Context: an optimization exercise on an open-source flow, tuned for small area. The choices shown serve that exercise and are no tape-out recipe.
In this exercise RTL edits were held to simulation tests only and were not proved equivalent to the original.
The clock input has no modelled driver; a real chip could not lean on it and would need a root buffer or a full tree.
Power and IR drop assume default switching activity.

==> yarrow <==
// traffic_control
module traffic_control(GSN1,GSN2,GWE1,GWE2,RWE,RNS,SN1D1,SN1D2,SN2D1,SN2D2,WE1D1,WE1D2,WE2D1,WE2D2,CLK,RESET);
export LEC_CHECK = 0
export ABC_AREA = 1
export CAP_MARGIN = 20
export CORE_AREA = 4 4 64 64
export DIE_AREA = 0 0 68 68
export GPL_TIMING_DRIVEN = 0
export SLEW_MARGIN = 20
create_clock -name core_clock -period 5.0 [get_ports {CLK}]
standard.sh (not shown) runs the stock make flow with config.mk's settings and CLKGATE_MAP_FILE= SYNTH_SCRIPT=/design/flow/synth_recipe.tcl, a recipe that flattens the netlist after the stock synthesis.
==> flow/flow/run.sh <==
#!/bin/bash
# The standard ORFS layout (standard.sh) with three changes:
#  - synthesis maps the logic with an area-only ABC script (flow/abc_area.script):
#    no buffering or upsizing inside ABC, and no half/full-adder extraction;
#  - ports that carry the same signal are not given extra synthesis buffers
#    (each port still gets its own port buffer in placement);
#  - the port buffers are the smallest buffer cell, buf_1.
set -euo pipefail
W=$PWD
rm -rf "$W/scripts"
cp -r "$FLOW_HOME/scripts" "$W/scripts"
cp "$W/flow/abc_area.script" "$W/scripts/abc_area.script"
export SCRIPTS_DIR="$W/scripts"
export ADDER_MAP_FILE=
export SYNTH_INSBUF=0
export BUFFER_PORTS_ARGS="-buffer_cell sky130_fd_sc_hd__buf_1"
export SKIP_REPAIR_TIE_FANOUT=1
export CTS_ARGS="-sink_clustering_enable -repair_clock_nets -buf_list sky130_fd_sc_hd__clkbuf_2 -root_buf sky130_fd_sc_hd__clkbuf_2 -sink_clustering_size 16 -sink_clustering_max_diameter 200 -dont_use_dummy_load"
bash standard.sh > "$W/standard.log" 2>&1
==> flow/flow/abc_area.script <==
strash
dch -f
map
topo
==> amber (differences from yarrow) <==
--- a/flow/flow/run.sh
+++ b/flow/flow/run.sh
@@ -16,4 +16,5 @@
 export BUFFER_PORTS_ARGS="-buffer_cell sky130_fd_sc_hd__buf_1"
 export SKIP_REPAIR_TIE_FANOUT=1
 export CTS_ARGS="-sink_clustering_enable -repair_clock_nets -buf_list sky130_fd_sc_hd__clkbuf_2 -root_buf sky130_fd_sc_hd__clkbuf_2 -sink_clustering_size 16 -sink_clustering_max_diameter 200 -dont_use_dummy_load"
+export POST_CTS_TCL="$W/flow/post_cts.tcl"
 bash standard.sh > "$W/standard.log" 2>&1
==> flow/flow/abc_area.script (replaced) <==
strash
dch -f
map -D 2200
topo
==> flow/flow/post_cts.tcl (new file) <==
# POST_CTS_TCL hook: with only a handful of flip-flops, one clock buffer is enough.
# Replace the clock tree CTS built (a root buffer feeding leaf buffers) by its root
# buffer alone, driving every flip-flop clock pin.
set block [ord::get_db_block]
set root ""
foreach inst [$block getInsts] {
  set it [$inst findITerm A]
  if {$it == "NULL" || $it == ""} continue
  set n [$it getNet]
  if {$n != "NULL" && $n != "" && [$n getName] == "CLK" && [string match "*clkbuf*" [[$inst getMaster] getName]]} { set root $inst }
}
puts "clock root: [$root getName]"
set rootnet [[$root findITerm X] getNet]
set leaves {}
foreach it [$rootnet getITerms] {
  set inst [$it getInst]
  if {$inst != $root && [string match "*clkbuf*" [[$inst getMaster] getName]]} { lappend leaves $inst }
}
foreach leaf $leaves {
  set onet [[$leaf findITerm X] getNet]
  foreach it [$onet getITerms] {
    if {[$it getInst] == $leaf} continue
    $it disconnect
    $it connect $rootnet
  }
  puts "removed [$leaf getName]"
  [$leaf findITerm A] disconnect
  [$leaf findITerm X] disconnect
  odb::dbInst_destroy $leaf
  odb::dbNet_destroy $onet
}
==> notes.md <==
Total power: yarrow is larger than amber (18%).
Against yarrow, the register-to-register slack of amber is worse by 70 ps.
In yarrow the first-iteration DRC count is larger than in amber, by 34%.
Global-route usage: amber is higher than yarrow (0.63 points).
Routed wire length is about the same in yarrow and amber.
Sequential cell count is the same in amber and yarrow.
Between amber and yarrow, the lower worst setup slack is in amber (gap 75 ps).
Against amber, the final cell count of yarrow is larger by 2.7%.
In amber the synthesized cell count is lower than in yarrow, by 2.6%.
Against yarrow, the clock power of amber is smaller by about 43%.
Against yarrow, the final area of amber is lower by 2.7%.

* * *

==> nickel <==
traffic_control, a different RTL version from the one above (not shown whole).
clock: 5.0 ns
lec_check: 0
abc_area: 1
cap_margin: 20
core_area: 4 4 64 64
die_area: 0 0 68 68
gpl_timing_driven: 0
slew_margin: 20
==> flow/flow/run.sh <==
#!/bin/bash
# The standard ORFS layout (standard.sh) with three changes:
#  - synthesis maps the logic with an area-only ABC script (flow/abc_area.script):
#    no buffering or upsizing inside ABC, and no half/full-adder extraction;
#  - ports that carry the same signal are not given extra synthesis buffers
#    (each port still gets its own port buffer in placement);
#  - the port buffers are the smallest buffer cell, buf_1.
set -euo pipefail
W=$PWD
rm -rf "$W/scripts"
cp -r "$FLOW_HOME/scripts" "$W/scripts"
cp "$W/flow/abc_area.script" "$W/scripts/abc_area.script"
export SCRIPTS_DIR="$W/scripts"
export ADDER_MAP_FILE=
export SYNTH_INSBUF=0
export BUFFER_PORTS_ARGS="-buffer_cell sky130_fd_sc_hd__buf_1"
export CTS_ARGS="-sink_clustering_enable -repair_clock_nets -buf_list sky130_fd_sc_hd__clkbuf_2 -root_buf sky130_fd_sc_hd__clkbuf_2 -sink_clustering_size 16 -sink_clustering_max_diameter 200 -dont_use_dummy_load"
bash standard.sh > "$W/standard.log" 2>&1
==> flow/flow/abc_area.script <==
strash
dch -f
map
topo
==> pepper (differences from nickel) <==
--- a/flow/flow/run.sh
+++ b/flow/flow/run.sh
@@ -15,4 +15,3 @@
 export SYNTH_INSBUF=0
 export BUFFER_PORTS_ARGS="-buffer_cell sky130_fd_sc_hd__buf_1"
-export CTS_ARGS="-sink_clustering_enable -repair_clock_nets -buf_list sky130_fd_sc_hd__clkbuf_2 -root_buf sky130_fd_sc_hd__clkbuf_2 -sink_clustering_size 16 -sink_clustering_max_diameter 200 -dont_use_dummy_load"
 bash standard.sh > "$W/standard.log" 2>&1
==> flow/flow/abc_area.script (replaced) <==
strash
dch -f
map -D 2000
topo
--- a/flow/config.mk
+++ b/flow/config.mk
@@ -8,6 +8,7 @@
 export ABC_AREA = 1
 export CAP_MARGIN = 20
-export CORE_AREA = 4 4 64 64
-export DIE_AREA = 0 0 68 68
+export CORE_AREA = 5 5 80 80
+export CTS_BUF_LIST = sky130_fd_sc_hd__clkbuf_1 sky130_fd_sc_hd__clkbuf_2
+export DIE_AREA = 0 0 85 85
 export GPL_TIMING_DRIVEN = 0
 export SLEW_MARGIN = 20
==> violet (differences from nickel) <==
--- a/flow/flow/run.sh
+++ b/flow/flow/run.sh
@@ -15,4 +15,3 @@
 export SYNTH_INSBUF=0
 export BUFFER_PORTS_ARGS="-buffer_cell sky130_fd_sc_hd__buf_1"
-export CTS_ARGS="-sink_clustering_enable -repair_clock_nets -buf_list sky130_fd_sc_hd__clkbuf_2 -root_buf sky130_fd_sc_hd__clkbuf_2 -sink_clustering_size 16 -sink_clustering_max_diameter 200 -dont_use_dummy_load"
 bash standard.sh > "$W/standard.log" 2>&1
==> flow/flow/abc_area.script (replaced) <==
strash
&get -n
&dch -f
&nf -R 1000
&put
topo
--- a/flow/config.mk
+++ b/flow/config.mk
@@ -8,6 +8,7 @@
 export ABC_AREA = 1
 export CAP_MARGIN = 20
-export CORE_AREA = 4 4 64 64
-export DIE_AREA = 0 0 68 68
+export CORE_AREA = 5 5 80 80
+export CTS_BUF_LIST = sky130_fd_sc_hd__clkbuf_1 sky130_fd_sc_hd__clkbuf_2
+export DIE_AREA = 0 0 85 85
 export GPL_TIMING_DRIVEN = 0
 export SLEW_MARGIN = 20
==> cedar (differences from nickel) <==
--- a/flow/flow/run.sh
+++ b/flow/flow/run.sh
@@ -15,4 +15,3 @@
 export SYNTH_INSBUF=0
 export BUFFER_PORTS_ARGS="-buffer_cell sky130_fd_sc_hd__buf_1"
-export CTS_ARGS="-sink_clustering_enable -repair_clock_nets -buf_list sky130_fd_sc_hd__clkbuf_2 -root_buf sky130_fd_sc_hd__clkbuf_2 -sink_clustering_size 16 -sink_clustering_max_diameter 200 -dont_use_dummy_load"
 bash standard.sh > "$W/standard.log" 2>&1
--- a/flow/config.mk
+++ b/flow/config.mk
@@ -8,6 +8,7 @@
 export ABC_AREA = 1
 export CAP_MARGIN = 20
-export CORE_AREA = 4 4 64 64
-export DIE_AREA = 0 0 68 68
+export CORE_AREA = 5 5 80 80
+export CTS_BUF_LIST = sky130_fd_sc_hd__clkbuf_1 sky130_fd_sc_hd__clkbuf_2
+export DIE_AREA = 0 0 85 85
 export GPL_TIMING_DRIVEN = 0
 export SLEW_MARGIN = 20
==> qor summary <==
	nickel	violet	pepper	cedar
Result of the run	complete, no violations	complete, no violations	complete, no violations	complete, no violations
Area of the multi-input gates	980 µm²	1040 µm²	896 µm²	980 µm²
Count of multi-input gates	206	176	184	206
Sequential group share of total power	0.612	0.566	0.577	0.587
Maximum ir drop on the vdd rail	0.0943 mV	0.0790 mV	0.0765 mV	0.0302 mV
Worst-case clock skew	0.00272 ns	0.00488 ns	0.00906 ns	0.000399 ns
Die boundary height	68 µm	85 µm	85 µm	85 µm
Cell Area, Placed	1540 µm²	1510 µm²	1500 µm²	1580 µm²
Final estimated routing congestion in global placement	0.952	0.880	0.936	0.893
Portion of the clock cycle consumed by the worst path in the final layout	0.910	0.979	0.932	0.928
Busiest layer in global routing	met2	met2	met1	met2
R2r worst-path depth	10	13	12	10
Met2 layer usage reported by global route	0.360	0.208	0.201	0.241
Worst relative slew slack	0.565	0.403	0.653	0.452
Met2 WL	2230 µm	2420 µm	2270 µm	2510 µm
Syn avg cell area	5.24 µm²	6.10 µm²	5.22 µm²	5.24 µm²
Placeable core region	3420 µm²	5470 µm²	5470 µm²	5470 µm²
Gate power share	0.030	0.028	0.029	0.028
Initial cell density of the core	0.367	0.216	0.215	0.229
Crit path buffers/inverters	3	1	5	2
Cell with the most instances after synthesis	sky130_fd_sc_hd__nand2_1	sky130_fd_sc_hd__nand2_1	sky130_fd_sc_hd__nor2_1	sky130_fd_sc_hd__nand2_1
Reported clock group power	33.1 µW	40.5 µW	38.6 µW	37.1 µW

-- afterwards: timing with drivers on the ports --
Ports are ideal in the flow. The routed layouts listed here were re-timed in OpenROAD.
Step 1: set_driving_cell puts a clkbuf_16 on CLK and a buf_2 on each other input, an assumption about the parent block.
Step 2 moves the port delays by t, midway between the first and last clock arrival at a register: inputs arrive t later, outputs are due t later. That takes back most of the time a late clock gives input paths.
a / b / c = ideal / step 1 / step 2; a / b = the first two.
run | t, ns | setup WS [ns] | worst setup path at the end | clock arrival spread, ns
yarrow | 0.224 | 0.443 / 0.426 / 0.650 | register to output | 0.008 / 0.008
amber | 0.153 | 0.368 / 0.352 / 0.505 | register to output | 0.001 / 0.000
nickel | 0.230 | 0.451 / 0.435 / 0.665 | register to output | 0.003 / 0.002
pepper | 0.240 | 0.338 / 0.318 / 0.558 | register to output | 0.009 / 0.009
violet | 0.256 | 0.107 / 0.088 / 0.344 | register to output | 0.005 / 0.005
cedar | 0.235 | 0.361 / 0.343 / 0.578 | register to output | 0.001 / 0.001
After both steps every run listed still meets setup and hold.
